This design comes from an exercise in tuning for small area, a short achievable clock period and few clock cycles per item on the open sky130 flow, not from production work. The RTL was checked by simulation tests, not by an equivalence proof against the original design. Power figures rest on the tool's default switching activity, not on a simulated workload.

File: constraint.sdc
create_clock -name core_clock -period 10.0 [get_ports {clk}]
set_input_delay 2.0000 -clock core_clock [delete_from_list [all_inputs] [get_ports {clk}]]
set_output_delay 2.0000 -clock core_clock [all_outputs]
set_load 0.01 [all_outputs]
File: config.mk
export PLATFORM = sky130hd
export DESIGN_NAME = simple_generic_matrix_mult
export DESIGN_NICKNAME = simple_generic_matrix_mult
export VERILOG_FILES = /design/flow/design.v
export SDC_FILE = /design/flow/constraint.sdc
export NUM_CORES = 4
export LEC_CHECK = 0
export ABC_CLOCK_PERIOD_IN_PS = 3000
export CAP_MARGIN = 20
export CORE_MARGIN = 2
export CORE_UTILIZATION = 70
export CTS_BUF_LIST = sky130_fd_sc_hd__clkbuf_8 sky130_fd_sc_hd__clkbuf_16
export CTS_CLUSTER_DIAMETER = 60
export CTS_CLUSTER_SIZE = 14
export SLEW_MARGIN = 20
export SYNTH_HIERARCHICAL = 1
export SYNTH_MINIMUM_KEEP_SIZE = 0
File: design.v
module simple_generic_matrix_mult #(
    parameter integer M = 3,
    parameter integer N = 3,
    parameter integer P = 3,
    parameter integer DATA_WIDTH = 8
)(
    input  wire clk,
    input  wire rst,
    input  wire start,
    input  wire signed [DATA_WIDTH-1:0] a_in,
    input  wire [$clog2(M*N)-1:0] a_addr,
    input  wire a_wen,
    input  wire signed [DATA_WIDTH-1:0] b_in,
    input  wire [$clog2(N*P)-1:0] b_addr,
    input  wire b_wen,
    output reg [2*DATA_WIDTH-1:0] c_out,
    output reg c_valid,
    output reg done
);
    localparam integer E = 1;    
    reg [3:0] t;
    wire rd = start | ((t != 0) & (t <= 8));           
    wire rot_b = rd;                                    
    wire rot_a = rd & ((t == 2) | (t == 5) | (t == 8));  
    always @(posedge clk or posedge rst) begin
        if (rst) begin
            t <= 0;
            c_valid <= 0;
            done <= 0;
        end else begin
            c_valid <= (t >= E) && (t <= E + 8) && (t != 0 || start);
            done <= (t == E + 8);
            t <= (t == E + 8) ? 4'd0 : (start || t != 0) ? t + 4'd1 : 4'd0;
        end
    end
    reg [71:0] Am, Bm;
    genvar x;
    generate
        for (x = 0; x < 9; x = x + 1) begin : st
            wire wa = a_wen & (a_addr == x);
            wire wb = b_wen & (b_addr == x);
            wire ha = ~(wa | rot_a);
            wire hb = ~(wb | rot_b);
            always @(posedge clk) begin
                Am[8*x +: 8] <= ({8{wa}} & a_in) | ({8{rot_a}} & Am[8*((x + 3) % 9) +: 8])
                              | ({8{ha}} & Am[8*x +: 8]);
                Bm[8*x +: 8] <= ({8{wb}} & b_in) | ({8{rot_b}} & Bm[8*((x % 3 == 2) ? x - 2 : x + 1) +: 8])
                              | ({8{hb}} & Bm[8*x +: 8]);
            end
        end
    endgenerate
    wire [7:0] ma0 = Am[7:0], ma1 = Am[15:8], ma2 = Am[23:16];
    wire [7:0] mb0 = Bm[7:0], mb1 = Bm[31:24], mb2 = Bm[55:48];
    wire [7:0] a0 = ma0, a1 = ma1, a2 = ma2, b0 = mb0, b1 = mb1, b2 = mb2;
    wire pp0_0_0, pp0_0_1, pp0_0_2, pp0_0_3, pp0_0_4, pp0_0_5, pp0_0_6, pp0_0_7, pp0_1_0, pp0_1_1, pp0_1_2, pp0_1_3, pp0_1_4, pp0_1_5, pp0_1_6, pp0_1_7, pp0_2_0, pp0_2_1, pp0_2_2, pp0_2_3, pp0_2_4, pp0_2_5, pp0_2_6, pp0_2_7, pp0_3_0, pp0_3_1, pp0_3_2, pp0_3_3, pp0_3_4, pp0_3_5, pp0_3_6, pp0_3_7, pp0_4_0, pp0_4_1, pp0_4_2, pp0_4_3, pp0_4_4, pp0_4_5, pp0_4_6, pp0_4_7, pp0_5_0, pp0_5_1, pp0_5_2, pp0_5_3, pp0_5_4, pp0_5_5, pp0_5_6, pp0_5_7, pp0_6_0, pp0_6_1, pp0_6_2, pp0_6_3, pp0_6_4, pp0_6_5, pp0_6_6, pp0_6_7, pp0_7_0, pp0_7_1, pp0_7_2, pp0_7_3, pp0_7_4, pp0_7_5, pp0_7_6, pp0_7_7, pp1_0_0, pp1_0_1, pp1_0_2, pp1_0_3, pp1_0_4, pp1_0_5, pp1_0_6, pp1_0_7, pp1_1_0, pp1_1_1, pp1_1_2, pp1_1_3, pp1_1_4, pp1_1_5, pp1_1_6, pp1_1_7, pp1_2_0, pp1_2_1, pp1_2_2, pp1_2_3, pp1_2_4, pp1_2_5, pp1_2_6, pp1_2_7, pp1_3_0, pp1_3_1, pp1_3_2, pp1_3_3, pp1_3_4, pp1_3_5, pp1_3_6, pp1_3_7, pp1_4_0, pp1_4_1, pp1_4_2, pp1_4_3, pp1_4_4, pp1_4_5, pp1_4_6, pp1_4_7, pp1_5_0, pp1_5_1, pp1_5_2, pp1_5_3, pp1_5_4, pp1_5_5, pp1_5_6, pp1_5_7, pp1_6_0, pp1_6_1, pp1_6_2, pp1_6_3, pp1_6_4, pp1_6_5, pp1_6_6, pp1_6_7, pp1_7_0, pp1_7_1, pp1_7_2, pp1_7_3, pp1_7_4, pp1_7_5, pp1_7_6, pp1_7_7, pp2_0_0, pp2_0_1, pp2_0_2, pp2_0_3, pp2_0_4, pp2_0_5, pp2_0_6, pp2_0_7, pp2_1_0, pp2_1_1, pp2_1_2, pp2_1_3, pp2_1_4, pp2_1_5, pp2_1_6, pp2_1_7, pp2_2_0, pp2_2_1, pp2_2_2, pp2_2_3, pp2_2_4, pp2_2_5, pp2_2_6, pp2_2_7, pp2_3_0, pp2_3_1, pp2_3_2, pp2_3_3, pp2_3_4, pp2_3_5, pp2_3_6, pp2_3_7, pp2_4_0, pp2_4_1, pp2_4_2, pp2_4_3, pp2_4_4, pp2_4_5, pp2_4_6, pp2_4_7, pp2_5_0, pp2_5_1, pp2_5_2, pp2_5_3, pp2_5_4, pp2_5_5, pp2_5_6, pp2_5_7, pp2_6_0, pp2_6_1, pp2_6_2, pp2_6_3, pp2_6_4, pp2_6_5, pp2_6_6, pp2_6_7, pp2_7_0, pp2_7_1, pp2_7_2, pp2_7_3, pp2_7_4, pp2_7_5, pp2_7_6, pp2_7_7, s1, c2, s3, c4, s5, c6, s7, c8, s9, c10, s11, c12, s13, c14, s15, c16, s17, c18, s19, c20, s21, c22, s23, c24, s25, c26, s27, c28, s29, c30, s31, c32, s33, c34, s35, c36, s37, c38, s39, c40, s41, c42, s43, c44, s45, c46, s47, c48, s49, c50, s51, c52, s53, c54, s55, c56, s57, c58, s59, c60, s61, c62, s63, c64, s65, c66, s67, c68, s69, c70, s71, c72, s73, c74, s75, c76, s77, c78, s79, c80, s81, c82, s83, c84, s85, c86, s87, c88, s89, c90, s91, c92, s93, c94, s95, c96, s97, c98, s99, c100, s101, c102, s103, c104, s105, c106, s107, c108, s109, c110, s111, c112, s113, c114, s115, c116, s117, c118, s119, c120, s121, c122, s123, c124, s125, c126, s127, c128, s129, c130, s131, c132, s133, c134, s135, c136, s137, c138, s139, c140, s141, c142, s143, c144, s145, c146, s147, c148, s149, c150, s151, c152, s153, c154, s155, c156, s157, c158, s159, c160, s161, c162, s163, c164, s165, c166, s167, c168, s169, c170, s171, c172, s173, c174, s175, c176, s177, c178, s179, c180, s181, c182, s183, c184, s185, c186, s187, c188, s189, c190, s191, c192, s193, c194, s195, c196, s197, c198, s199, c200, s201, c202, s203, c204, s205, c206, s207, c208, s209, c210, s211, c212, s213, c214, s215, c216, s217, c218, s219, c220, s221, c222, s223, c224, s225, c226, s227, c228, s229, c230, s231, c232, s233, c234, s235, c236, s237, c238, s239, c240, s241, c242, s243, c244, s245, c246, s247, c248, s249, c250, s251, c252, s253, c254, s255, c256, s257, c258, s259, c260, s261, c262, s263, c264, s265, c266, s267, c268, s269, c270, s271, c272, s273, c274, s275, c276, s277, c278, s279, c280, s281, c282, s283, c284, s285, c286, s287, c288, s289, c290, s291, c292, s293, c294, s295, c296, s297, s298, c299, s300, c301, s302, c303, s304, c305, s306, c307, s308, c309, s310, c311, s312, c313, s314, c315, s316, c317, s318, c319, s320, c321, s322, c323, s324, c325, s326, c327, s328, c329, s330, c331, s332, c333, s334, c335, s336, c337, s338, c339, s340, c341, s342, c343, s344, c345, s346, c347, s348, c349, s350;
    assign pp0_0_0 = ~(a0[0] & b0[0]);
    assign pp0_0_1 = ~(a0[0] & b0[1]);
    assign pp0_0_2 = ~(a0[0] & b0[2]);
    assign pp0_0_3 = ~(a0[0] & b0[3]);
    assign pp0_0_4 = ~(a0[0] & b0[4]);
    assign pp0_0_5 = ~(a0[0] & b0[5]);
    assign pp0_0_6 = ~(a0[0] & b0[6]);
    assign pp0_0_7 = a0[0] & b0[7];
    assign pp0_1_0 = ~(a0[1] & b0[0]);
    assign pp0_1_1 = ~(a0[1] & b0[1]);
    assign pp0_1_2 = ~(a0[1] & b0[2]);
    assign pp0_1_3 = ~(a0[1] & b0[3]);
    assign pp0_1_4 = ~(a0[1] & b0[4]);
    assign pp0_1_5 = ~(a0[1] & b0[5]);
    assign pp0_1_6 = ~(a0[1] & b0[6]);
    assign pp0_1_7 = a0[1] & b0[7];
    assign pp0_2_0 = ~(a0[2] & b0[0]);
    assign pp0_2_1 = ~(a0[2] & b0[1]);
    assign pp0_2_2 = ~(a0[2] & b0[2]);
    assign pp0_2_3 = ~(a0[2] & b0[3]);
    assign pp0_2_4 = ~(a0[2] & b0[4]);
    assign pp0_2_5 = ~(a0[2] & b0[5]);
    assign pp0_2_6 = ~(a0[2] & b0[6]);
    assign pp0_2_7 = a0[2] & b0[7];
    assign pp0_3_0 = ~(a0[3] & b0[0]);
    assign pp0_3_1 = ~(a0[3] & b0[1]);
    assign pp0_3_2 = ~(a0[3] & b0[2]);
    assign pp0_3_3 = ~(a0[3] & b0[3]);
    assign pp0_3_4 = ~(a0[3] & b0[4]);
    assign pp0_3_5 = ~(a0[3] & b0[5]);
    assign pp0_3_6 = ~(a0[3] & b0[6]);
    assign pp0_3_7 = a0[3] & b0[7];
    assign pp0_4_0 = ~(a0[4] & b0[0]);
    assign pp0_4_1 = ~(a0[4] & b0[1]);
    assign pp0_4_2 = ~(a0[4] & b0[2]);
    assign pp0_4_3 = ~(a0[4] & b0[3]);
    assign pp0_4_4 = ~(a0[4] & b0[4]);
    assign pp0_4_5 = ~(a0[4] & b0[5]);
    assign pp0_4_6 = ~(a0[4] & b0[6]);
    assign pp0_4_7 = a0[4] & b0[7];
    assign pp0_5_0 = ~(a0[5] & b0[0]);
    assign pp0_5_1 = ~(a0[5] & b0[1]);
    assign pp0_5_2 = ~(a0[5] & b0[2]);
    assign pp0_5_3 = ~(a0[5] & b0[3]);
    assign pp0_5_4 = ~(a0[5] & b0[4]);
    assign pp0_5_5 = ~(a0[5] & b0[5]);
    assign pp0_5_6 = ~(a0[5] & b0[6]);
    assign pp0_5_7 = a0[5] & b0[7];
    assign pp0_6_0 = ~(a0[6] & b0[0]);
    assign pp0_6_1 = ~(a0[6] & b0[1]);
    assign pp0_6_2 = ~(a0[6] & b0[2]);
    assign pp0_6_3 = ~(a0[6] & b0[3]);
    assign pp0_6_4 = ~(a0[6] & b0[4]);
    assign pp0_6_5 = ~(a0[6] & b0[5]);
    assign pp0_6_6 = ~(a0[6] & b0[6]);
    assign pp0_6_7 = a0[6] & b0[7];
    assign pp0_7_0 = a0[7] & b0[0];
    assign pp0_7_1 = a0[7] & b0[1];
    assign pp0_7_2 = a0[7] & b0[2];
    assign pp0_7_3 = a0[7] & b0[3];
    assign pp0_7_4 = a0[7] & b0[4];
    assign pp0_7_5 = a0[7] & b0[5];
    assign pp0_7_6 = a0[7] & b0[6];
    assign pp0_7_7 = ~(a0[7] & b0[7]);
    assign pp1_0_0 = ~(a1[0] & b1[0]);
    assign pp1_0_1 = ~(a1[0] & b1[1]);
    assign pp1_0_2 = ~(a1[0] & b1[2]);
    assign pp1_0_3 = ~(a1[0] & b1[3]);
    assign pp1_0_4 = ~(a1[0] & b1[4]);
    assign pp1_0_5 = ~(a1[0] & b1[5]);
    assign pp1_0_6 = ~(a1[0] & b1[6]);
    assign pp1_0_7 = a1[0] & b1[7];
    assign pp1_1_0 = ~(a1[1] & b1[0]);
    assign pp1_1_1 = ~(a1[1] & b1[1]);
    assign pp1_1_2 = ~(a1[1] & b1[2]);
    assign pp1_1_3 = ~(a1[1] & b1[3]);
    assign pp1_1_4 = ~(a1[1] & b1[4]);
    assign pp1_1_5 = ~(a1[1] & b1[5]);
    assign pp1_1_6 = ~(a1[1] & b1[6]);
    assign pp1_1_7 = a1[1] & b1[7];
    assign pp1_2_0 = ~(a1[2] & b1[0]);
    assign pp1_2_1 = ~(a1[2] & b1[1]);
    assign pp1_2_2 = ~(a1[2] & b1[2]);
    assign pp1_2_3 = ~(a1[2] & b1[3]);
    assign pp1_2_4 = ~(a1[2] & b1[4]);
    assign pp1_2_5 = ~(a1[2] & b1[5]);
    assign pp1_2_6 = ~(a1[2] & b1[6]);
    assign pp1_2_7 = a1[2] & b1[7];
    assign pp1_3_0 = ~(a1[3] & b1[0]);
    assign pp1_3_1 = ~(a1[3] & b1[1]);
    assign pp1_3_2 = ~(a1[3] & b1[2]);
    assign pp1_3_3 = ~(a1[3] & b1[3]);
    assign pp1_3_4 = ~(a1[3] & b1[4]);
    assign pp1_3_5 = ~(a1[3] & b1[5]);
    assign pp1_3_6 = ~(a1[3] & b1[6]);
    assign pp1_3_7 = a1[3] & b1[7];
    assign pp1_4_0 = ~(a1[4] & b1[0]);
    assign pp1_4_1 = ~(a1[4] & b1[1]);
    assign pp1_4_2 = ~(a1[4] & b1[2]);
    assign pp1_4_3 = ~(a1[4] & b1[3]);
    assign pp1_4_4 = ~(a1[4] & b1[4]);
    assign pp1_4_5 = ~(a1[4] & b1[5]);
    assign pp1_4_6 = ~(a1[4] & b1[6]);
    assign pp1_4_7 = a1[4] & b1[7];
    assign pp1_5_0 = ~(a1[5] & b1[0]);
    assign pp1_5_1 = ~(a1[5] & b1[1]);
    assign pp1_5_2 = ~(a1[5] & b1[2]);
    assign pp1_5_3 = ~(a1[5] & b1[3]);
    assign pp1_5_4 = ~(a1[5] & b1[4]);
    assign pp1_5_5 = ~(a1[5] & b1[5]);
    assign pp1_5_6 = ~(a1[5] & b1[6]);
    assign pp1_5_7 = a1[5] & b1[7];
    assign pp1_6_0 = ~(a1[6] & b1[0]);
    assign pp1_6_1 = ~(a1[6] & b1[1]);
    assign pp1_6_2 = ~(a1[6] & b1[2]);
    assign pp1_6_3 = ~(a1[6] & b1[3]);
    assign pp1_6_4 = ~(a1[6] & b1[4]);
    assign pp1_6_5 = ~(a1[6] & b1[5]);
    assign pp1_6_6 = ~(a1[6] & b1[6]);
    assign pp1_6_7 = a1[6] & b1[7];
    assign pp1_7_0 = a1[7] & b1[0];
    assign pp1_7_1 = a1[7] & b1[1];
    assign pp1_7_2 = a1[7] & b1[2];
    assign pp1_7_3 = a1[7] & b1[3];
    assign pp1_7_4 = a1[7] & b1[4];
    assign pp1_7_5 = a1[7] & b1[5];
    assign pp1_7_6 = a1[7] & b1[6];
    assign pp1_7_7 = ~(a1[7] & b1[7]);
    assign pp2_0_0 = ~(a2[0] & b2[0]);
    assign pp2_0_1 = ~(a2[0] & b2[1]);
    assign pp2_0_2 = ~(a2[0] & b2[2]);
    assign pp2_0_3 = ~(a2[0] & b2[3]);
    assign pp2_0_4 = ~(a2[0] & b2[4]);
    assign pp2_0_5 = ~(a2[0] & b2[5]);
    assign pp2_0_6 = ~(a2[0] & b2[6]);
    assign pp2_0_7 = a2[0] & b2[7];
    assign pp2_1_0 = ~(a2[1] & b2[0]);
    assign pp2_1_1 = ~(a2[1] & b2[1]);
    assign pp2_1_2 = ~(a2[1] & b2[2]);
    assign pp2_1_3 = ~(a2[1] & b2[3]);
    assign pp2_1_4 = ~(a2[1] & b2[4]);
    assign pp2_1_5 = ~(a2[1] & b2[5]);
    assign pp2_1_6 = ~(a2[1] & b2[6]);
    assign pp2_1_7 = a2[1] & b2[7];
    assign pp2_2_0 = ~(a2[2] & b2[0]);
    assign pp2_2_1 = ~(a2[2] & b2[1]);
    assign pp2_2_2 = ~(a2[2] & b2[2]);
    assign pp2_2_3 = ~(a2[2] & b2[3]);
    assign pp2_2_4 = ~(a2[2] & b2[4]);
    assign pp2_2_5 = ~(a2[2] & b2[5]);
    assign pp2_2_6 = ~(a2[2] & b2[6]);
    assign pp2_2_7 = a2[2] & b2[7];
    assign pp2_3_0 = ~(a2[3] & b2[0]);
    assign pp2_3_1 = ~(a2[3] & b2[1]);
    assign pp2_3_2 = ~(a2[3] & b2[2]);
    assign pp2_3_3 = ~(a2[3] & b2[3]);
    assign pp2_3_4 = ~(a2[3] & b2[4]);
    assign pp2_3_5 = ~(a2[3] & b2[5]);
    assign pp2_3_6 = ~(a2[3] & b2[6]);
    assign pp2_3_7 = a2[3] & b2[7];
    assign pp2_4_0 = ~(a2[4] & b2[0]);
    assign pp2_4_1 = ~(a2[4] & b2[1]);
    assign pp2_4_2 = ~(a2[4] & b2[2]);
    assign pp2_4_3 = ~(a2[4] & b2[3]);
    assign pp2_4_4 = ~(a2[4] & b2[4]);
    assign pp2_4_5 = ~(a2[4] & b2[5]);
    assign pp2_4_6 = ~(a2[4] & b2[6]);
    assign pp2_4_7 = a2[4] & b2[7];
    assign pp2_5_0 = ~(a2[5] & b2[0]);
    assign pp2_5_1 = ~(a2[5] & b2[1]);
    assign pp2_5_2 = ~(a2[5] & b2[2]);
    assign pp2_5_3 = ~(a2[5] & b2[3]);
    assign pp2_5_4 = ~(a2[5] & b2[4]);
    assign pp2_5_5 = ~(a2[5] & b2[5]);
    assign pp2_5_6 = ~(a2[5] & b2[6]);
    assign pp2_5_7 = a2[5] & b2[7];
    assign pp2_6_0 = ~(a2[6] & b2[0]);
    assign pp2_6_1 = ~(a2[6] & b2[1]);
    assign pp2_6_2 = ~(a2[6] & b2[2]);
    assign pp2_6_3 = ~(a2[6] & b2[3]);
    assign pp2_6_4 = ~(a2[6] & b2[4]);
    assign pp2_6_5 = ~(a2[6] & b2[5]);
    assign pp2_6_6 = ~(a2[6] & b2[6]);
    assign pp2_6_7 = a2[6] & b2[7];
    assign pp2_7_0 = a2[7] & b2[0];
    assign pp2_7_1 = a2[7] & b2[1];
    assign pp2_7_2 = a2[7] & b2[2];
    assign pp2_7_3 = a2[7] & b2[3];
    assign pp2_7_4 = a2[7] & b2[4];
    assign pp2_7_5 = a2[7] & b2[5];
    assign pp2_7_6 = a2[7] & b2[6];
    assign pp2_7_7 = ~(a2[7] & b2[7]);
    mm_fa u_s1 (.a(pp0_0_0), .b(pp1_0_0), .c(pp2_0_0), .s(s1), .co(c2));
    mm_fa u_s3 (.a(pp0_0_1), .b(pp0_1_0), .c(pp1_0_1), .s(s3), .co(c4));
    mm_fa u_s5 (.a(pp1_1_0), .b(pp2_0_1), .c(pp2_1_0), .s(s5), .co(c6));
    mm_fa u_s7 (.a(c2), .b(s3), .c(s5), .s(s7), .co(c8));
    assign s9 = ~(pp0_0_2 ^ pp0_1_1);
    assign c10 = pp0_0_2 | pp0_1_1;
    mm_fa u_s11 (.a(pp0_2_0), .b(pp1_0_2), .c(pp1_1_1), .s(s11), .co(c12));
    mm_fa u_s13 (.a(pp1_2_0), .b(pp2_0_2), .c(pp2_1_1), .s(s13), .co(c14));
    mm_fa u_s15 (.a(pp2_2_0), .b(c4), .c(c6), .s(s15), .co(c16));
    mm_fa u_s17 (.a(s9), .b(s11), .c(s13), .s(s17), .co(c18));
    mm_fa u_s19 (.a(c8), .b(s15), .c(s17), .s(s19), .co(c20));
    assign s21 = ~(pp0_0_3 ^ pp0_1_2);
    assign c22 = pp0_0_3 | pp0_1_2;
    mm_fa u_s23 (.a(pp0_2_1), .b(pp0_3_0), .c(pp1_0_3), .s(s23), .co(c24));
    mm_fa u_s25 (.a(pp1_1_2), .b(pp1_2_1), .c(pp1_3_0), .s(s25), .co(c26));
    mm_fa u_s27 (.a(pp2_0_3), .b(pp2_1_2), .c(pp2_2_1), .s(s27), .co(c28));
    mm_fa u_s29 (.a(pp2_3_0), .b(c10), .c(c12), .s(s29), .co(c30));
    mm_fa u_s31 (.a(c14), .b(s21), .c(s23), .s(s31), .co(c32));
    mm_fa u_s33 (.a(s25), .b(s27), .c(c16), .s(s33), .co(c34));
    mm_fa u_s35 (.a(c18), .b(s29), .c(s31), .s(s35), .co(c36));
    mm_fa u_s37 (.a(s33), .b(c20), .c(s35), .s(s37), .co(c38));
    assign s39 = ~(pp0_0_4 ^ pp0_1_3);
    assign c40 = pp0_0_4 | pp0_1_3;
    mm_fa u_s41 (.a(pp0_2_2), .b(pp0_3_1), .c(pp0_4_0), .s(s41), .co(c42));
    mm_fa u_s43 (.a(pp1_0_4), .b(pp1_1_3), .c(pp1_2_2), .s(s43), .co(c44));
    mm_fa u_s45 (.a(pp1_3_1), .b(pp1_4_0), .c(pp2_0_4), .s(s45), .co(c46));
    mm_fa u_s47 (.a(pp2_1_3), .b(pp2_2_2), .c(pp2_3_1), .s(s47), .co(c48));
    mm_fa u_s49 (.a(pp2_4_0), .b(c22), .c(c24), .s(s49), .co(c50));
    mm_fa u_s51 (.a(c26), .b(c28), .c(s39), .s(s51), .co(c52));
    mm_fa u_s53 (.a(s41), .b(s43), .c(s45), .s(s53), .co(c54));
    mm_fa u_s55 (.a(s47), .b(c30), .c(c32), .s(s55), .co(c56));
    mm_fa u_s57 (.a(s49), .b(s51), .c(s53), .s(s57), .co(c58));
    mm_fa u_s59 (.a(c34), .b(c36), .c(s55), .s(s59), .co(c60));
    assign s61 = ~(pp0_0_5 ^ pp0_1_4);
    assign c62 = pp0_0_5 | pp0_1_4;
    mm_fa u_s63 (.a(pp0_2_3), .b(pp0_3_2), .c(pp0_4_1), .s(s63), .co(c64));
    mm_fa u_s65 (.a(pp0_5_0), .b(pp1_0_5), .c(pp1_1_4), .s(s65), .co(c66));
    mm_fa u_s67 (.a(pp1_2_3), .b(pp1_3_2), .c(pp1_4_1), .s(s67), .co(c68));
    mm_fa u_s69 (.a(pp1_5_0), .b(pp2_0_5), .c(pp2_1_4), .s(s69), .co(c70));
    mm_fa u_s71 (.a(pp2_2_3), .b(pp2_3_2), .c(pp2_4_1), .s(s71), .co(c72));
    mm_fa u_s73 (.a(pp2_5_0), .b(c40), .c(c42), .s(s73), .co(c74));
    mm_fa u_s75 (.a(c44), .b(c46), .c(c48), .s(s75), .co(c76));
    mm_fa u_s77 (.a(s61), .b(s63), .c(s65), .s(s77), .co(c78));
    mm_fa u_s79 (.a(s67), .b(s69), .c(s71), .s(s79), .co(c80));
    mm_fa u_s81 (.a(c50), .b(c52), .c(c54), .s(s81), .co(c82));
    mm_fa u_s83 (.a(s73), .b(s75), .c(s77), .s(s83), .co(c84));
    mm_fa u_s85 (.a(s79), .b(c56), .c(c58), .s(s85), .co(c86));
    assign s87 = ~(pp0_0_6 ^ pp0_1_5);
    assign c88 = pp0_0_6 | pp0_1_5;
    mm_fa u_s89 (.a(pp0_2_4), .b(pp0_3_3), .c(pp0_4_2), .s(s89), .co(c90));
    mm_fa u_s91 (.a(pp0_5_1), .b(pp0_6_0), .c(pp1_0_6), .s(s91), .co(c92));
    mm_fa u_s93 (.a(pp1_1_5), .b(pp1_2_4), .c(pp1_3_3), .s(s93), .co(c94));
    mm_fa u_s95 (.a(pp1_4_2), .b(pp1_5_1), .c(pp1_6_0), .s(s95), .co(c96));
    mm_fa u_s97 (.a(pp2_0_6), .b(pp2_1_5), .c(pp2_2_4), .s(s97), .co(c98));
    mm_fa u_s99 (.a(pp2_3_3), .b(pp2_4_2), .c(pp2_5_1), .s(s99), .co(c100));
    mm_fa u_s101 (.a(pp2_6_0), .b(c62), .c(c64), .s(s101), .co(c102));
    mm_fa u_s103 (.a(c66), .b(c68), .c(c70), .s(s103), .co(c104));
    mm_fa u_s105 (.a(c72), .b(s87), .c(s89), .s(s105), .co(c106));
    mm_fa u_s107 (.a(s91), .b(s93), .c(s95), .s(s107), .co(c108));
    mm_fa u_s109 (.a(s97), .b(s99), .c(c74), .s(s109), .co(c110));
    mm_fa u_s111 (.a(c76), .b(c78), .c(c80), .s(s111), .co(c112));
    mm_fa u_s113 (.a(s101), .b(s103), .c(s105), .s(s113), .co(c114));
    mm_fa u_s115 (.a(s107), .b(c82), .c(s109), .s(s115), .co(c116));
    mm_fa u_s117 (.a(c84), .b(s111), .c(s113), .s(s117), .co(c118));
    assign s119 = ~(pp0_0_7 ^ pp0_1_6);
    assign c120 = pp0_0_7 | pp0_1_6;
    mm_fa u_s121 (.a(pp0_2_5), .b(pp0_3_4), .c(pp0_4_3), .s(s121), .co(c122));
    mm_fa u_s123 (.a(pp0_5_2), .b(pp0_6_1), .c(pp0_7_0), .s(s123), .co(c124));
    mm_fa u_s125 (.a(pp1_0_7), .b(pp1_1_6), .c(pp1_2_5), .s(s125), .co(c126));
    mm_fa u_s127 (.a(pp1_3_4), .b(pp1_4_3), .c(pp1_5_2), .s(s127), .co(c128));
    mm_fa u_s129 (.a(pp1_6_1), .b(pp1_7_0), .c(pp2_0_7), .s(s129), .co(c130));
    mm_fa u_s131 (.a(pp2_1_6), .b(pp2_2_5), .c(pp2_3_4), .s(s131), .co(c132));
    mm_fa u_s133 (.a(pp2_4_3), .b(pp2_5_2), .c(pp2_6_1), .s(s133), .co(c134));
    mm_fa u_s135 (.a(pp2_7_0), .b(c88), .c(c90), .s(s135), .co(c136));
    mm_fa u_s137 (.a(c92), .b(c94), .c(c96), .s(s137), .co(c138));
    mm_fa u_s139 (.a(c98), .b(c100), .c(s119), .s(s139), .co(c140));
    mm_fa u_s141 (.a(s121), .b(s123), .c(s125), .s(s141), .co(c142));
    mm_fa u_s143 (.a(s127), .b(s129), .c(s131), .s(s143), .co(c144));
    mm_fa u_s145 (.a(s133), .b(c102), .c(c104), .s(s145), .co(c146));
    mm_fa u_s147 (.a(c106), .b(c108), .c(s135), .s(s147), .co(c148));
    mm_fa u_s149 (.a(s137), .b(s139), .c(s141), .s(s149), .co(c150));
    mm_fa u_s151 (.a(s143), .b(c110), .c(c112), .s(s151), .co(c152));
    mm_fa u_s153 (.a(s145), .b(c114), .c(s147), .s(s153), .co(c154));
    mm_fa u_s155 (.a(pp0_1_7), .b(pp0_2_6), .c(pp0_3_5), .s(s155), .co(c156));
    mm_fa u_s157 (.a(pp0_4_4), .b(pp0_5_3), .c(pp0_6_2), .s(s157), .co(c158));
    mm_fa u_s159 (.a(pp0_7_1), .b(pp1_1_7), .c(pp1_2_6), .s(s159), .co(c160));
    mm_fa u_s161 (.a(pp1_3_5), .b(pp1_4_4), .c(pp1_5_3), .s(s161), .co(c162));
    mm_fa u_s163 (.a(pp1_6_2), .b(pp1_7_1), .c(pp2_1_7), .s(s163), .co(c164));
    mm_fa u_s165 (.a(pp2_2_6), .b(pp2_3_5), .c(pp2_4_4), .s(s165), .co(c166));
    mm_fa u_s167 (.a(pp2_5_3), .b(pp2_6_2), .c(pp2_7_1), .s(s167), .co(c168));
    mm_fa u_s169 (.a(c120), .b(c122), .c(c124), .s(s169), .co(c170));
    mm_fa u_s171 (.a(c126), .b(c128), .c(c130), .s(s171), .co(c172));
    mm_fa u_s173 (.a(c132), .b(c134), .c(s155), .s(s173), .co(c174));
    mm_fa u_s175 (.a(s157), .b(s159), .c(s161), .s(s175), .co(c176));
    mm_fa u_s177 (.a(s163), .b(s165), .c(s167), .s(s177), .co(c178));
    mm_fa u_s179 (.a(c136), .b(c138), .c(c140), .s(s179), .co(c180));
    mm_fa u_s181 (.a(c142), .b(c144), .c(s169), .s(s181), .co(c182));
    mm_fa u_s183 (.a(s171), .b(s173), .c(s175), .s(s183), .co(c184));
    mm_fa u_s185 (.a(s177), .b(c146), .c(c148), .s(s185), .co(c186));
    mm_fa u_s187 (.a(c150), .b(s179), .c(s181), .s(s187), .co(c188));
    assign s189 = ~(pp0_2_7 ^ pp0_3_6);
    assign c190 = pp0_2_7 | pp0_3_6;
    mm_fa u_s191 (.a(pp0_4_5), .b(pp0_5_4), .c(pp0_6_3), .s(s191), .co(c192));
    mm_fa u_s193 (.a(pp0_7_2), .b(pp1_2_7), .c(pp1_3_6), .s(s193), .co(c194));
    mm_fa u_s195 (.a(pp1_4_5), .b(pp1_5_4), .c(pp1_6_3), .s(s195), .co(c196));
    mm_fa u_s197 (.a(pp1_7_2), .b(pp2_2_7), .c(pp2_3_6), .s(s197), .co(c198));
    mm_fa u_s199 (.a(pp2_4_5), .b(pp2_5_4), .c(pp2_6_3), .s(s199), .co(c200));
    mm_fa u_s201 (.a(pp2_7_2), .b(c156), .c(c158), .s(s201), .co(c202));
    mm_fa u_s203 (.a(c160), .b(c162), .c(c164), .s(s203), .co(c204));
    mm_fa u_s205 (.a(c166), .b(c168), .c(s189), .s(s205), .co(c206));
    mm_fa u_s207 (.a(s191), .b(s193), .c(s195), .s(s207), .co(c208));
    mm_fa u_s209 (.a(s197), .b(s199), .c(c170), .s(s209), .co(c210));
    mm_fa u_s211 (.a(c172), .b(c174), .c(c176), .s(s211), .co(c212));
    mm_fa u_s213 (.a(c178), .b(s201), .c(s203), .s(s213), .co(c214));
    mm_fa u_s215 (.a(s205), .b(s207), .c(c180), .s(s215), .co(c216));
    mm_fa u_s217 (.a(c182), .b(s209), .c(c184), .s(s217), .co(c218));
    mm_fa u_s219 (.a(pp0_3_7), .b(pp0_4_6), .c(pp0_5_5), .s(s219), .co(c220));
    mm_fa u_s221 (.a(pp0_6_4), .b(pp0_7_3), .c(pp1_3_7), .s(s221), .co(c222));
    mm_fa u_s223 (.a(pp1_4_6), .b(pp1_5_5), .c(pp1_6_4), .s(s223), .co(c224));
    mm_fa u_s225 (.a(pp1_7_3), .b(pp2_3_7), .c(pp2_4_6), .s(s225), .co(c226));
    mm_fa u_s227 (.a(pp2_5_5), .b(pp2_6_4), .c(pp2_7_3), .s(s227), .co(c228));
    mm_fa u_s229 (.a(c190), .b(c192), .c(c194), .s(s229), .co(c230));
    mm_fa u_s231 (.a(c196), .b(c198), .c(c200), .s(s231), .co(c232));
    mm_fa u_s233 (.a(s219), .b(s221), .c(s223), .s(s233), .co(c234));
    mm_fa u_s235 (.a(s225), .b(s227), .c(c202), .s(s235), .co(c236));
    mm_fa u_s237 (.a(c204), .b(c206), .c(c208), .s(s237), .co(c238));
    mm_fa u_s239 (.a(s229), .b(s231), .c(s233), .s(s239), .co(c240));
    mm_fa u_s241 (.a(c210), .b(c212), .c(c214), .s(s241), .co(c242));
    mm_fa u_s243 (.a(s235), .b(s237), .c(s239), .s(s243), .co(c244));
    mm_fa u_s245 (.a(pp0_4_7), .b(pp0_5_6), .c(pp0_6_5), .s(s245), .co(c246));
    mm_fa u_s247 (.a(pp0_7_4), .b(pp1_4_7), .c(pp1_5_6), .s(s247), .co(c248));
    mm_fa u_s249 (.a(pp1_6_5), .b(pp1_7_4), .c(pp2_4_7), .s(s249), .co(c250));
    mm_fa u_s251 (.a(pp2_5_6), .b(pp2_6_5), .c(pp2_7_4), .s(s251), .co(c252));
    mm_fa u_s253 (.a(c220), .b(c222), .c(c224), .s(s253), .co(c254));
    mm_fa u_s255 (.a(c226), .b(c228), .c(s245), .s(s255), .co(c256));
    mm_fa u_s257 (.a(s247), .b(s249), .c(s251), .s(s257), .co(c258));
    mm_fa u_s259 (.a(c230), .b(c232), .c(c234), .s(s259), .co(c260));
    mm_fa u_s261 (.a(s253), .b(s255), .c(s257), .s(s261), .co(c262));
    mm_fa u_s263 (.a(c236), .b(c238), .c(c240), .s(s263), .co(c264));
    mm_fa u_s265 (.a(pp0_5_7), .b(pp0_6_6), .c(pp0_7_5), .s(s265), .co(c266));
    mm_fa u_s267 (.a(pp1_5_7), .b(pp1_6_6), .c(pp1_7_5), .s(s267), .co(c268));
    mm_fa u_s269 (.a(pp2_5_7), .b(pp2_6_6), .c(pp2_7_5), .s(s269), .co(c270));
    mm_fa u_s271 (.a(c246), .b(c248), .c(c250), .s(s271), .co(c272));
    mm_fa u_s273 (.a(c252), .b(s265), .c(s267), .s(s273), .co(c274));
    mm_fa u_s275 (.a(s269), .b(c254), .c(c256), .s(s275), .co(c276));
    mm_fa u_s277 (.a(c258), .b(s271), .c(s273), .s(s277), .co(c278));
    mm_fa u_s279 (.a(c260), .b(c262), .c(s275), .s(s279), .co(c280));
    mm_fa u_s281 (.a(pp0_6_7), .b(pp0_7_6), .c(pp1_6_7), .s(s281), .co(c282));
    mm_fa u_s283 (.a(pp1_7_6), .b(pp2_6_7), .c(pp2_7_6), .s(s283), .co(c284));
    mm_fa u_s285 (.a(c266), .b(c268), .c(c270), .s(s285), .co(c286));
    mm_fa u_s287 (.a(s281), .b(s283), .c(c272), .s(s287), .co(c288));
    mm_fa u_s289 (.a(c274), .b(s285), .c(c276), .s(s289), .co(c290));
    mm_fa u_s291 (.a(pp0_7_7), .b(pp1_7_7), .c(pp2_7_7), .s(s291), .co(c292));
    mm_fa u_s293 (.a(c282), .b(c284), .c(s291), .s(s293), .co(c294));
    mm_fa u_s295 (.a(c286), .b(s293), .c(c288), .s(s295), .co(c296));
    assign s297 = 1'b1 ^ c292 ^ c294;
    mm_fa u_s298 (.a(ra_s57), .b(ra_c38), .c(ra_s59), .s(s298), .co(c299));
    mm_fa u_s300 (.a(ra_s81), .b(ra_s83), .c(ra_c60), .s(s300), .co(c301));
    mm_fa u_s302 (.a(ra_s85), .b(c299), .c(s300), .s(s302), .co(c303));
    mm_fa u_s304 (.a(ra_c86), .b(ra_s115), .c(ra_s117), .s(s304), .co(c305));
    mm_fa u_s306 (.a(c301), .b(s304), .c(c303), .s(s306), .co(c307));
    mm_fa u_s308 (.a(ra_s149), .b(ra_c116), .c(ra_s151), .s(s308), .co(c309));
    mm_fa u_s310 (.a(ra_c118), .b(ra_s153), .c(c305), .s(s310), .co(c311));
    mm_fa u_s312 (.a(s308), .b(s310), .c(c307), .s(s312), .co(c313));
    mm_fa u_s314 (.a(ra_s183), .b(ra_c152), .c(ra_c154), .s(s314), .co(c315));
    mm_fa u_s316 (.a(ra_s185), .b(ra_s187), .c(c309), .s(s316), .co(c317));
    mm_fa u_s318 (.a(s314), .b(c311), .c(s316), .s(s318), .co(c319));
    mm_fa u_s320 (.a(ra_s211), .b(ra_s213), .c(ra_c186), .s(s320), .co(c321));
    mm_fa u_s322 (.a(ra_c188), .b(ra_s215), .c(ra_s217), .s(s322), .co(c323));
    mm_fa u_s324 (.a(c315), .b(s320), .c(s322), .s(s324), .co(c325));
    mm_fa u_s326 (.a(c317), .b(s324), .c(c319), .s(s326), .co(c327));
    mm_fa u_s328 (.a(ra_c216), .b(ra_c218), .c(ra_s241), .s(s328), .co(c329));
    mm_fa u_s330 (.a(ra_s243), .b(c321), .c(c323), .s(s330), .co(c331));
    mm_fa u_s332 (.a(s328), .b(c325), .c(s330), .s(s332), .co(c333));
    mm_fa u_s334 (.a(ra_s259), .b(ra_s261), .c(ra_c242), .s(s334), .co(c335));
    mm_fa u_s336 (.a(ra_c244), .b(ra_s263), .c(c329), .s(s336), .co(c337));
    mm_fa u_s338 (.a(s334), .b(c331), .c(s336), .s(s338), .co(c339));
    mm_fa u_s340 (.a(ra_s277), .b(ra_c264), .c(ra_s279), .s(s340), .co(c341));
    mm_fa u_s342 (.a(c335), .b(s340), .c(c337), .s(s342), .co(c343));
    mm_fa u_s344 (.a(ra_s287), .b(ra_c278), .c(ra_c280), .s(s344), .co(c345));
    mm_fa u_s346 (.a(ra_s289), .b(c341), .c(s344), .s(s346), .co(c347));
    mm_fa u_s348 (.a(ra_c290), .b(ra_s295), .c(c345), .s(s348), .co(c349));
    assign s350 = ra_s297 ^ ra_c296 ^ c349;
    reg ra_s1, ra_s7, ra_s19, ra_s37, ra_s57, ra_c38, ra_s59, ra_s81, ra_s83, ra_c60, ra_s85, ra_c86, ra_s115, ra_s117, ra_s149, ra_c116, ra_s151, ra_c118, ra_s153, ra_s183, ra_c152, ra_c154, ra_s185, ra_s187, ra_s211, ra_s213, ra_c186, ra_c188, ra_s215, ra_s217, ra_c216, ra_c218, ra_s241, ra_s243, ra_s259, ra_s261, ra_c242, ra_c244, ra_s263, ra_s277, ra_c264, ra_s279, ra_s287, ra_c278, ra_c280, ra_s289, ra_c290, ra_s295, ra_s297, ra_c296;
    always @(posedge clk) begin
        ra_s1 <= s1;
        ra_s7 <= s7;
        ra_s19 <= s19;
        ra_s37 <= s37;
        ra_s57 <= s57;
        ra_c38 <= c38;
        ra_s59 <= s59;
        ra_s81 <= s81;
        ra_s83 <= s83;
        ra_c60 <= c60;
        ra_s85 <= s85;
        ra_c86 <= c86;
        ra_s115 <= s115;
        ra_s117 <= s117;
        ra_s149 <= s149;
        ra_c116 <= c116;
        ra_s151 <= s151;
        ra_c118 <= c118;
        ra_s153 <= s153;
        ra_s183 <= s183;
        ra_c152 <= c152;
        ra_c154 <= c154;
        ra_s185 <= s185;
        ra_s187 <= s187;
        ra_s211 <= s211;
        ra_s213 <= s213;
        ra_c186 <= c186;
        ra_c188 <= c188;
        ra_s215 <= s215;
        ra_s217 <= s217;
        ra_c216 <= c216;
        ra_c218 <= c218;
        ra_s241 <= s241;
        ra_s243 <= s243;
        ra_s259 <= s259;
        ra_s261 <= s261;
        ra_c242 <= c242;
        ra_c244 <= c244;
        ra_s263 <= s263;
        ra_s277 <= s277;
        ra_c264 <= c264;
        ra_s279 <= s279;
        ra_s287 <= s287;
        ra_c278 <= c278;
        ra_c280 <= c280;
        ra_s289 <= s289;
        ra_c290 <= c290;
        ra_s295 <= s295;
        ra_s297 <= s297;
        ra_c296 <= c296;
    end
    wire [15:0] row1 = {s350, c347, s346, c339, c333, s332, s326, s318, s312, s306, s302, s298, ra_s37, ra_s19, ra_s7, ra_s1};
    wire [15:0] row2 = {1'b0, s348, c343, s342, s338, c327, 1'b0, c313, 1'b0, 1'b0, 1'b0, 1'b0, 1'b0, 1'b0, 1'b0, 1'b0};
    always @(posedge clk) c_out <= ~(row1 + row2);
endmodule
module mm_fa (input wire a, input wire b, input wire c, output wire s, output wire co);
    assign s = a ^ b ^ c;
    assign co = (a & b) | (a & c) | (b & c);
endmodule
module mm_ha (input wire a, input wire b, output wire s, output wire co);
    assign s = a ^ b;
    assign co = a & b;
endmodule
File: flow/run.sh
#!/bin/bash
set -euo pipefail
bash standard.sh SETUP_SLACK_MARGIN=7 "BUFFER_PORTS_ARGS=-buffer_cell sky130_fd_sc_hd__buf_2" finish > standard_flow.log 2>&1
File: standard.sh
#!/bin/bash
# synth_recipe.tcl (not shown) runs the flow's synth.tcl, then flattens the netlist and writes it again
# the make line also repeats each setting of config.mk as NAME=value (left out here)
make -C /OpenROAD-flow-scripts/flow DESIGN_CONFIG=/design/flow/config.mk WORK_HOME=/design/flow/orfs CLKGATE_MAP_FILE= SYNTH_SCRIPT=/design/flow/synth_recipe.tcl "${@:-finish}"
==> results of run 1 <==
-- per-stage QoR --
stage          power (mW)  utilization [%]  cell area [sq um]  hold slack [ns]
6_report             5.21             77.5              13400            0.359
5_1_grt              5.60             77.5              13400            0.377
4_1_cts              5.02             77.0              13300            0.360
3_5_place_dp         4.09             72.8              12600            0.345
3_3_place_gp         3.98             72.8              12600            0.338
2_1_floorplan        3.51                -              12600            0.338
-- cell usage after synthesis (all sizes together), types with 19 or more instances --
library cell / n
ha: 19
nand2: 147
buf: 39
inv: 31
a221o: 72
nor2: 33
dfxtp: 210
clkbuf: 53
and2: 61
a21o: 72
nor3: 54
a22o: 72
fa: 167
-- per-module statistics from Yosys, one instance, submodules excluded --
module,cells,flops+latches,times used,cell area (sq um)
mm_fa,1,0,167,20.0
simple_generic_matrix_mult,941,216,1,8960
-- where the power goes --
part           leakage, nW  internal, mW  total (mW)  switching [mW]
combinational         3.10          1.37        2.85            1.48
sequential            1.82          1.26        1.68           0.412
clock                0.267         0.380       0.687           0.307
-- metal layers --
metal  vias up  global-route usage (%)  part of all wire [%]
li1       3784                       -                     -
met1      4260                    45.6                    42
met2       399                    52.5                    48
met3        64                    4.85                   7.4
met4         0                    7.00                   1.8
met5         -                       0                     0
-- worst paths after layout --
check,cells past startpoint,endpoint,from,slack [ns]
max in group asynchronous,2,t[3]$_DFF_PP0_,rst,8.43
min reg2reg,1,c_out[3]$_DFF_P_,ra_s37$_DFF_P_,0.36
min,1,c_out[3]$_DFF_P_,ra_s37$_DFF_P_,0.36
max reg2reg,9,c_out[15]$_DFF_P_,ra_s151$_DFF_P_,7.03
max,6,Am[0]$_DFF_P_,start,7.01
min in group asynchronous,2,c_valid$_DFF_PP0_,rst,1.39
-- repair_timing --
item | 4_1_cts | 5_1_grt
gates cloned | 2 | 1
endpoints found under the setup margin | 148 | 73
pin swaps | 10 | 5
resized for setup | 31 | 16
setup buffers | 1 | 3
-- layout make-up --
type                            instances  area share, %
Multi-Input combinational cell        764           57.6
Clock buffer                           21           3.76
Tap cell                              225           2.11
Inverter                               38           1.07
Clock inverter                          2          0.290
Timing Repair Buffer                   54           2.54
Sequential cell                       216           32.6
-- registers in the layout, indices dropped and copies added, names as in the netlist, 4 cells and up --
signal  count
Bm         72
c_out      16
t           4
Am         72
-- critical path: cells and delay by family --
| family | cells | cell delay (ns) |
|---|---|---|
| compound gates | 2 | 0.57 |
| buf+inv | 2 | 0.56 |
| simple gates | 2 | 0.21 |
-- cell families after synthesis --
logic type | share of synthesized area, %
AOI/OAI and AO/OA | 16.4
buffers and inverters | 4.99
DFF | 35.4
adders and majority gates | 29.1
and+or+nand+nor | 13.2
muxes | 0.0813
xor gates and xnor gates | 0.864
==> results by group, run 1 <==
Run status
  • Status: timing/DRC/antenna clean

Critical path
  • Worst Path Class, Setup: input pin to register
  • Crit start category: input pin
  • Worst Setup End Kind: register
  • CP Cell Sequence: buf_4 > nor3b_4 > o31ai_4 > buf_12 > nor2_4 > a21o_1
  • CP arrival: 3.38 ns
  • CP max-delay cell: o31ai_4
  • Worst path max stage delay: 0.36 ns
  • Req. time, crit path: 10.39 ns
  • Crit path max fanout: 41

STA
  • Minimum clock period after layout: 2.99 ns
  • Final setup vio count: 0
  • Final worst slack: 7.01 ns
  • Fmax: 334 MHz
  • TNS Setup: 0 ns
  • Max-slew headroom: 55.6%
  • Fin crit share: 29.9%
  • Clk_skew: 0.00936 ns
  • Slew Viols, Final: 0
  • RSZ-0062 raised after global routing: true
  • Hold Violations, Final: 0
  • Worst Tran Pin Value: 0.663 ns

Place
  • I/O Buffers: 46
  • DP Wirelength: 20.4 mm
  • Placed Cells: 1290
  • Post-Place Worst Slack: 6.14 ns
  • Placer Congestion: 0.910

Floorplan
  • Initial Utilization: 71.4%
  • Full die area: 18700 sq um
  • Die W: 137 um
  • Die H: 137 um
  • Io pins: 47
  • Core area: 17200 sq um
  • Cell Rows: 48

GRT
  • Largest net degree at the start of global routing: 64
  • Number of global-route vias before repair: 8555
  • Global-route wire length before repair: 46.1 mm
  • GRT overflow: 0
  • Initial antenna violation count: 0
  • Total track usage: 32.0%

Synthesis
  • Syn_area_per_cell: 11.1 sq um
  • Synthesized cell area: 12300 sq um
  • Post-Synthesis Cells: 1108
  • Synth top area share: 34.2%
  • Cell taking the most area after synthesis: dfxtp_1
  • Yosys reg bits: 216
  • Top cells by area, synth: dfxtp_1 (34%), fa_1 (27%), a221o_1 (5.7%)
  • Post-synth cell types: 46
  • Post-synth EDFFs: 0
  • Dominant synthesized flop cell: dfxtp_1
  • Post-synth net total: 1323
  • Seq/Total Area, Yosys: 35.4%
  • Ys Warns: 7
  • Async S/R FF share, synth: 2.78%

Flow run
  • Max-capacitance violation count: 0

Routing
  • WL per Instance: 22.0 um
  • Vias per cell: 6.44
  • Routed Antenna Nets: 0
  • Routed via count: 8507
  • Remaining routing DRC violations: 0
  • Routed WL: 29.0 mm
  • Initial DRT Pass Iterations: 6
  • DRT iter0 DRCs: 1036

Clocking
  • Later-pin clock latency in the skew report: 0.50 ns
  • H-tree depth: 1
  • Root Driver: clkbuf_16
  • Clock Path Buffers: 3
  • CTS Buf Count: 19
  • CTS sink count: 216
  • Hold_buf cts: 0
  • CTS tree: done
  • Clock-pin slew on the worst setup and hold paths: 0.06 ns

Pwr
  • Power Density: 390 nW/um^2
  • Leakage: 5.19 nW
  • Worst IR Drop VDD: 0.000778 V

Layout
  • Nets@finish: 1308
  • Multi-input gate area: 7700 sq um
  • Layout cells sized above 1: 13.2%
  • Finished Layout Cells: 1320
  • Most frequent cells in the layout: dfxtp_1 (205), fa_1 (160), nand2_1 (146)
  • Final antenna diode count: 0
  • Commonest non-fill, non-tap cell in the layout: dfxtp_1
  • Filler cells: 1114
  • P&R area growth vs syn: 8.59%
  • Storage element area: 4360 sq um

Min path
  • Worst hold path type: register to register
Testbench counts, summed over its fixed seeds: cycles 30,400, items 14,400.
==> inputs of run 2 (changes only) <==
--- a/config.mk
+++ b/config.mk
@@ -9,9 +9,9 @@
 export CAP_MARGIN = 20
 export CORE_MARGIN = 2
 export CORE_UTILIZATION = 70
-export CTS_BUF_LIST = sky130_fd_sc_hd__clkbuf_8 sky130_fd_sc_hd__clkbuf_16
-export CTS_CLUSTER_DIAMETER = 60
-export CTS_CLUSTER_SIZE = 14
+export CTS_BUF_LIST = sky130_fd_sc_hd__clkbuf_16
+export CTS_CLUSTER_DIAMETER = 80
+export CTS_CLUSTER_SIZE = 24
 export SLEW_MARGIN = 20
 export SYNTH_HIERARCHICAL = 1
 export SYNTH_MINIMUM_KEEP_SIZE = 0
==> run 2 against run 1 <==
  * Global-route usage down 0.30 points
  * Register-to-register slack worse by 0.03 ns
  * Sequential share of layout area up 0.23 points
  * Utilization down 0.53 points
  * Worst setup slack worse by 0.019 ns
  * Clock power down 18%
  * Non-clock buffer count up 5
  * Critical path depth unchanged
  * Critical path type unchanged
  * Critical endpoint is now Bm[56]$_DFF_P_
==> results by group, run 2 <==
Routing
  • DRT iter0 DRCs: 922 (-11%)
  • Met2 wire length: 14.1 mm (+0.53%)
  • Routed Antenna Nets: 0 (unchanged)
  • Routed via count: 8566 (+0.69%)
  • Met3 WL: 2.17 mm (+1.0%)
  • WL per Instance: 22.2 um (+0.92%)
  • Initial DRT Pass Iterations: 7 (+1)
  • Routed WL: 29.3 mm (+0.99%)
  • Remaining routing DRC violations: 0 (unchanged)
  • Vias per cell: 6.48 (+0.62%)
  • Met1 wire length: 12.3 mm (about the same)
  • Top Metal Used: met4

Critical path
  • Worst Setup End Kind: register
  • Crit path max fanout: 32 (-22%)
  • CP Cell Sequence: buf_2 > nand3b_1 > buf_4 > nor2_1 > nor3_2 > a221o_1
  • CP max-delay cell: nor3_2
  • CP arrival: 3.45 ns (+0.07 ns)
  • Req. time, crit path: 10.44 ns (+0.05 ns)
  • Worst path max stage delay: 0.45 ns (+0.09 ns)
  • Worst reg2reg setup slack: 7.00 ns (-0.03 ns)
  • Worst Path Class, Setup: input pin to register
  • Crit start category: input pin

Synthesis
  • Largest family of logic cells by synthesized area: adder cells
  • Xor/xnor cell area share of the yosys netlist: 0.864% (unchanged)
  • Most frequent cell after synthesis: dfxtp_1
  • Yosys reg bits: 216 (unchanged)
  • Synth Area in Simple Gates: 13.2% (unchanged)
  • Post-synth net total: 1323 (unchanged)
  • Top post-synthesis cells by count: dfxtp_1 (210), fa_1 (167), nand2_1 (147), a21o_1 (72), a22o_1 (72)
  • Post-Synthesis Cells: 1108 (unchanged)
  • Dominant synthesized flop cell: dfxtp_1
  • Ys Warns: 7 (unchanged)
  • Top cells by area, synth: dfxtp_1 (34%), fa_1 (27%), a221o_1 (5.7%)
  • Synthesized cell area: 12300 sq um (unchanged)
  • Synth top area share: 34.2% (unchanged)
  • Synth Area in Compound Gates: 16.4% (unchanged)
  • Seq/Total Area, Yosys: 35.4% (unchanged)
  • Post-synth cell types: 46 (unchanged)
  • Synth Area in Adders: 29.1% (unchanged)
  • Async S/R FF share, synth: 2.78% (unchanged)
  • Post-synth EDFFs: 0 (unchanged)
  • Cell taking the most area after synthesis: dfxtp_1
  • Post-synthesis mux area share: 0.0813% (unchanged)
  • Syn_area_per_cell: 11.1 sq um (unchanged)

STA
  • Fmax: 332 MHz (-0.63%)
  • Slew Viols, Final: 0 (unchanged)
  • Max-slew headroom: 54.7% (-0.94 points)
  • Minimum clock period after layout: 3.01 ns (+0.0190 ns)
  • RSZ-0062 raised after global routing: true
  • Final setup vio count: 0 (unchanged)
  • Hold Violations, Final: 0 (unchanged)
  • TNS Setup: 0 ns (unchanged)
  • Clk_skew: 0.0210 ns (+0.0117 ns)
  • Fin crit share: 30.1% (+0.19 points)
  • Worst Tran Pin Value: 0.675 ns (+0.0119 ns)

Clocking
  • Clock-pin slew on the worst setup and hold paths: 0.09 ns (+0.03 ns)
  • H-tree depth: 1 (unchanged)
  • Root Driver: clkbuf_16
  • CTS tree: done
  • Later-pin clock latency in the skew report: 0.50 ns (about the same)
  • CTS Buf Count: 13 (-6)
  • Clock Path Buffers: 3 (unchanged)
  • Hold_buf cts: 0 (unchanged)
  • CTS sink count: 216 (unchanged)

GRT
  • Global-route wire length before repair: 45.3 mm (-1.7%)
  • Number of global-route vias before repair: 8426 (-1.5%)
  • Initial antenna violation count: 0 (unchanged)
  • Total track usage: 31.7% (-0.30 points)
  • GRT overflow: 0 (unchanged)
  • Largest net degree at the start of global routing: 82 (+28%)

Place
  • Placer Congestion: 0.910 (unchanged)
  • I/O Buffers: 46 (unchanged)
  • DP Wirelength: 20.4 mm (unchanged)

Pwr
  • Power Density: 397 nW/um^2 (+1.9%)
  • Leakage: 5.14 nW (-0.96%)
  • Worst IR Drop VDD: 0.000924 V (+19%)
  • Design Power: 5.27 mW (+1.2%)

Floorplan
  • Cell Rows: 48 (unchanged)
  • Die W: 137 um (unchanged)
  • Initial Utilization: 71.4% (unchanged)
  • Io pins: 47 (unchanged)
  • Die H: 137 um (unchanged)
  • Full die area: 18700 sq um (unchanged)
  • Core area: 17200 sq um (unchanged)

Layout
  • P&R area growth vs syn: 7.85%
  • Top Registers: Am: 72 flops, Bm: 72 flops, c_out: 16 flops
  • Layout Utilization: 77.0% (-0.53 points)
  • Nets@finish: 1307 (-0.076%)
  • Layout cells sized above 1: 13.2% (unchanged)
  • Commonest non-fill, non-tap cell in the layout: dfxtp_1
  • Most frequent cells in the layout: dfxtp_1 (204), fa_1 (160), nand2_1 (146)

Min path
  • Worst hold path type: register to register

Run status
  • Status: timing/DRC/antenna clean

Flow run
  • Max-capacitance violation count: 0 (unchanged)
## run 2: changes by cell type in the layout (fill, tap and decap cells not counted), sizes merged
| cell | change |
|---|---|
| buf | +5 |
| clkinv | +1 |
| bufbuf | -1 |
| inv | +2 |
| clkbuf | -7 |
| diode | +1 |
## run 2: layout make-up
class	count	area [sq um]
Sequential cell	216	4360
Inverter	38	143
Fill cell	1109	3960
Timing Repair Buffer	59	388
Multi-Input combinational cell	764	7710
Antenna cell	1	2.50
Tap cell	225	282
Clock inverter	5	65.1
Clock buffer	13	325
## run 2: worst max-delay path, delay by kind of cell
kind | cells | cell delay, ns
compound gates | 1 | 0.24
buf+inv | 2 | 0.50
simple gates | 3 | 0.70
## run 2: path summary, 6_finish.rpt
| check | start | cells past startpoint | to |
|---|---|---|---|
| max | b_addr[3] | 6 | Bm[56]$_DFF_P_ |
| min | ra_s1$_DFF_P_ | 1 | c_out[0]$_DFF_P_ |
| max reg2reg | ra_s81$_DFF_P_ | 10 | c_out[14]$_DFF_P_ |
| min reg2reg | ra_s1$_DFF_P_ | 1 | c_out[0]$_DFF_P_ |
| max in group asynchronous | rst | 2 | c_valid$_DFF_PP0_ |
| min in group asynchronous | rst | 2 | t[2]$_DFF_PP0_ |
## run 2: what timing repair did
action / 4_1_cts / 5_1_grt
pin swaps: 4 / 5
cloned: 1 / 4
resized for setup: 27 / 26
endpoints found under the setup margin: 148 / 154
setup buffers: 1 / 6
## run 2: per-stage QoR
| stage | setup WS (ns) | hold WS [ns] | instances | area, sq um |
|---|---|---|---|---|
| floorplan | 6.77 | 0.338 | 1108 | 12600 |
| global placement | 6.13 | 0.338 | 1290 | 12600 |
| detailed placement | 6.14 | 0.345 | 1290 | 12600 |
| CTS | 6.92 | 0.365 | 1310 | 13100 |
| global route | 6.92 | 0.375 | 1320 | 13300 |
| finish | 6.99 | 0.363 | 1321 | 13300 |
## run 2: cell families after synthesis
group	after synthesis
multiplexers	1
buffers and inverters	130
adder cells (fa/ha/maj)	186
AO/OA/AOI/OAI	234
XOR/XNOR	10
flip-flops	216
AND/OR/NAND/NOR	331
## run 2: per-module statistics from Yosys, one instance, submodules excluded
module / flops+latches / area [sq um] / copies in the design / cells inside
simple_generic_matrix_mult: 216 / 8960 / 1 / 941
mm_fa: 0 / 20.0 / 167 / 1
## run 2: metal layers
layer	track usage [%]	vias to the layer above
li1	-	3784
met1	44.2	4309
met2	51.9	399
met3	5.11	74
met4	8.91	0
met5	0	-
## run 2: power by group
group          switching, mW  total, mW  internal (mW)
Sequential             0.413       1.68           1.26
Clock                  0.293      0.562          0.269
Combinational           1.52       3.04           1.51
==> inputs of run 3 (changes only) <==
==> flow/run.sh (replaced) <==
#!/bin/bash
set -euo pipefail
bash standard.sh SETUP_SLACK_MARGIN=7.1 "BUFFER_PORTS_ARGS=-buffer_cell sky130_fd_sc_hd__buf_2" finish > standard_flow.log 2>&1
--- a/config.mk
+++ b/config.mk
@@ -9,9 +9,9 @@
 export CAP_MARGIN = 20
 export CORE_MARGIN = 2
 export CORE_UTILIZATION = 70
-export CTS_BUF_LIST = sky130_fd_sc_hd__clkbuf_16
-export CTS_CLUSTER_DIAMETER = 80
-export CTS_CLUSTER_SIZE = 24
+export CTS_BUF_LIST = sky130_fd_sc_hd__clkbuf_8
+export CTS_CLUSTER_DIAMETER = 60
+export CTS_CLUSTER_SIZE = 14
 export SLEW_MARGIN = 20
 export SYNTH_HIERARCHICAL = 1
 export SYNTH_MINIMUM_KEEP_SIZE = 0
==> run 3 against run 2 <==
  * Still clean on timing, DRC and antenna
  * Global-route usage grew 0.46 points
  * Clock power shrank 8.7%
  * Critical path depth shrank 5
  * Via count grew 0.76%
  * Register-to-register slack is essentially flat
  * Critical endpoint is now done
  * Largest cell class unchanged
==> results by group, run 3 <==
Critical path
  • Reg2reg path depth: 9 (-1)
  • Crit Reg-Reg Startpoint: ra_s151$_DFF_P_
  • Worst path max stage delay: 0.37 ns (-0.08 ns)
  • Crit path max fanout: 1 (-97%)
  • CP top delay family: flip-flops
  • CP bufs+invs: 1 (-1)
  • CP Cell Sequence: buf_2
  • CP max-delay cell: dfrtp_1
  • Worst r2r dst: c_out[15]$_DFF_P_
  • Worst reg2reg setup slack: 7.00 ns (about the same)
  • Worst Setup End Kind: output port
  • Crit start category: register
  • Req. time, crit path: 8.00 ns (-2.44 ns)
  • Worst Path Class, Setup: register to output port
  • CP arrival: 1.04 ns (-2.41 ns)

GRT
  • GRT overflow: 0 (unchanged)
  • Total track usage: 32.2% (+0.46 points)
  • Global-route wire length before repair: 46.1 mm (+1.9%)
  • Initial antenna violation count: 0 (unchanged)
  • Largest net degree at the start of global routing: 73 (-11%)
  • Number of global-route vias before repair: 8627 (+2.4%)

Synthesis
  • Largest family of logic cells by synthesized area: adder cells
  • Syn_area_per_cell: 11.1 sq um (unchanged)
  • Most frequent cell after synthesis: dfxtp_1
  • Xor/xnor cell area share of the yosys netlist: 0.864% (unchanged)
  • Post-synth cell types: 46 (unchanged)
  • Dominant synthesized flop cell: dfxtp_1
  • Top cells by area, synth: dfxtp_1 (34%), fa_1 (27%), a221o_1 (5.7%)
  • Synth Area in Simple Gates: 13.2% (unchanged)
  • Synth Area in Adders: 29.1% (unchanged)
  • Post-Synthesis Cells: 1108 (unchanged)
  • Async S/R FF share, synth: 2.78% (unchanged)
  • Cell taking the most area after synthesis: dfxtp_1
  • Synth Area in Compound Gates: 16.4% (unchanged)
  • Top post-synthesis cells by count: dfxtp_1 (210), fa_1 (167), nand2_1 (147), a21o_1 (72), a22o_1 (72)
  • Post-synth EDFFs: 0 (unchanged)
  • Post-synth net total: 1323 (unchanged)
  • Seq/Total Area, Yosys: 35.4% (unchanged)
  • Ys Warns: 7 (unchanged)
  • Post-synthesis mux area share: 0.0813% (unchanged)
  • Yosys reg bits: 216 (unchanged)
  • Synthesized cell area: 12300 sq um (unchanged)
  • Synth top area share: 34.2% (unchanged)

Routing
  • Remaining routing DRC violations: 0 (unchanged)
  • Vias per cell: 6.50 (+0.30%)
  • Initial DRT Pass Iterations: 5 (-2)
  • DRT iter0 DRCs: 862 (-6.5%)
  • Routed via count: 8631 (+0.76%)
  • WL per Instance: 22.4 um (+0.94%)
  • Routed WL: 29.7 mm (+1.4%)
  • Routed Antenna Nets: 0 (unchanged)

Min path
  • Hold path endpoint: c_out[3]$_DFF_P_
  • Worst hold path type: register to register
  • Worst Hold Depth: 1 (unchanged)
  • Hold_sp: ra_s37$_DFF_P_

Clocking
  • H-tree depth: 1 (unchanged)
  • CTS Buf Count: 20 (+7)
  • Later-pin clock latency in the skew report: 0.53 ns (+0.03 ns)
  • Hold_buf cts: 0 (unchanged)
  • Root Driver: clkbuf_8
  • Clock Path Buffers: 3 (unchanged)
  • CTS sink count: 216 (unchanged)
  • Clock-pin slew on the worst setup and hold paths: 0.10 ns (about the same)
  • CTS tree: done

Floorplan
  • Die W: 137 um (unchanged)
  • Core area: 17200 sq um (unchanged)
  • Full die area: 18700 sq um (unchanged)
  • Die H: 137 um (unchanged)
  • Io pins: 47 (unchanged)
  • Initial Utilization: 71.4% (unchanged)
  • Cell Rows: 48 (unchanged)

Pwr
  • Logic pwr share: 57.6% (about the same)
  • Leakage: 5.15 nW (+0.29%)
  • Pint: 2.99 mW (-1.7%)
  • Psw: 2.22 mW (-0.35%)
  • Switching Fraction: 42.6% (+0.34 points)
  • Worst IR Drop VDD: 0.000829 V (-10%)
  • Design Power: 5.21 mW (-1.1%)
  • Power Density: 391 nW/um^2 (-1.7%)
  • Reg power frac: 32.6% (+0.8 points)
  • Clk pwr share: 9.8% (-0.9 points)

Place
  • Post-Place Worst Slack: 6.07 ns (-0.0625 ns)
  • I/O Buffers: 46 (unchanged)
  • DP Wirelength: 20.5 mm (+0.73%)
  • Placed Cells: 1290 (unchanged)
  • Placer Congestion: 0.889 (-2.3%)
  • Dpl cell area: 12600 sq um (+0.19%)

Layout
  • Layout cells sized above 1: 17.7% (+4.5 points)
  • Final instance area: 13300 sq um (+0.56%)
  • Top Registers: Am: 72 flops, Bm: 72 flops, c_out: 16 flops
  • Most frequent cells in the layout: dfxtp_1 (163), fa_1 (160), nand2_1 (146)
  • Layout Utilization: 77.4% (+0.43 points)
  • Nets@finish: 1313 (+0.46%)
  • Commonest non-fill, non-tap cell in the layout: dfxtp_1
  • P&R area growth vs syn: 8.45%
  • Finished Layout Cells: 1327 (+0.45%)
  • Final antenna diode count: 0 (-1)

STA
  • Worst Tran Pin Value: 0.718 ns (+0.0429 ns)
  • Slew Viols, Final: 0 (unchanged)
  • Clk_skew: 0.0241 ns (+0.00313 ns)
  • TNS Setup: 0 ns (unchanged)
  • RSZ-0062 raised after global routing: true
  • Final worst slack: 6.96 ns (-0.0327 ns)
  • Max-slew headroom: 52.1% (-2.5 points)
  • Fin crit share: 30.4% (+0.33 points)
  • Hold slack final: 0.379 ns (+0.0155 ns)
  • Hold Violations, Final: 0 (unchanged)
  • Final setup vio count: 0 (unchanged)
  • Minimum clock period after layout: 3.04 ns (+0.0327 ns)
  • Fmax: 329 MHz (-1.1%)

Flow run
  • Max-capacitance violation count: 0 (unchanged)

Run status
  • Status: timing/DRC/antenna clean
run 3: area by class of cell:
cell class | count | area [sq um]
clock buffer | 21 | 289
clock inverter | 5 | 57.6
fill | 1150 | 3890
inverter | 38 | 143
multi-input combinational | 763 | 7720
sequential | 216 | 4410
tap | 225 | 282
timing repair buffer | 59 | 443
run 3: routing by layer:
| metal | part of all wire [%] | wire (um) | global-route usage, % | up-vias |
|---|---|---|---|---|
| met5 | 0 | 0 | 0 | - |
| met4 | 2.8 | 844 | 10.4 | 0 |
| met3 | 7.7 | 2300 | 6.00 | 85 |
| met2 | 48 | 14300 | 52.1 | 432 |
| met1 | 41 | 12300 | 44.2 | 4313 |
| li1 | - | - | - | 3801 |
run 3: timing repair:
action	in CTS	in global routing
setup buffers	7	2
setup endpoints to repair	168	120
cloned	2	0
gates resized for setup	42	56
pin swaps	10	4
run 3: cells by family (layout without fill, tap and decap cells):
group / Yosys count / in the layout
XOR/XNOR: 10 / 10
adder cells (fa/ha/maj): 186 / 186
AO/OA/AOI/OAI: 234 / 234
AND/OR/NAND/NOR: 331 / 332
buffers and inverters: 130 / 123
flip-flops: 216 / 216
multiplexers: 1 / 1
run 3: how the worst max path moves through the flow:
stage	from	end	slack, ns	cells after the start
finish	done$_DFF_PP0_	done	6.96	1
CTS	done$_DFF_PP0_	done	6.93	1
detailed placement	b_addr[0]	Bm[27]$_DFF_P_	6.07	5
floorplan	b_addr[3]	Bm[0]$_DFF_P_	6.77	5
global placement	b_addr[0]	Bm[29]$_DFF_P_	6.14	5
global route	ra_s151$_DFF_P_	c_out[15]$_DFF_P_	6.85	9
run 3: Yosys stat by module (local to each module, per instance):
| module | flops+latches | area [sq um] | cells inside |
|---|---|---|---|
| mm_fa | 0 | 20.0 | 1 |
| simple_generic_matrix_mult | 216 | 8960 | 941 |
run 3: power groups by stage:
stage                     combinational [mW]  sequential, mW  clock, mW
final                                   3.00            1.70      0.513
after global routing                    3.32            1.74      0.554
after CTS                               2.86            1.66      0.521
after detailed placement                2.52            1.67          0
after global placement                  2.40            1.67          0
after floorplan                         2.18            1.41          0

what the ideal ports hide:
The results above use ideal ports. As a check the final layouts listed here were re-extracted and re-timed, cells and wires unchanged. Step 1: set_driving_cell puts a clkbuf_16 on clk and a buf_2 on each other input, an assumption about the parent block. Step 2 also shifts input and output timing later by t, the mid clock arrival at the registers, as if the neighbouring blocks saw the same clock. Slacks: no drivers / after step 1 / after step 2; pairs: no drivers / after step 1.
run | t, ns | slack for setup (ns) | hold slack, ns | clock arrival spread, ns | pins driven straight from the clock port
run 1 | 0.540 | 7.009 / 6.970 / 6.488 | 0.359 / 0.359 / 0.359 | 0.010 / 0.009 | 1
run 2 | 0.533 | 6.990 / 6.969 / 6.482 | 0.363 / 0.363 / 0.363 | 0.021 / 0.022 | 1
run 3 | 0.565 | 6.957 / 6.914 / 6.575 | 0.379 / 0.379 / 0.379 | 0.025 / 0.024 | 1
After both steps setup and hold are still met in every run listed. The setup slack of run 1, which loses most, moves by -0.039 ns with the drivers and by -0.521 ns with both steps.
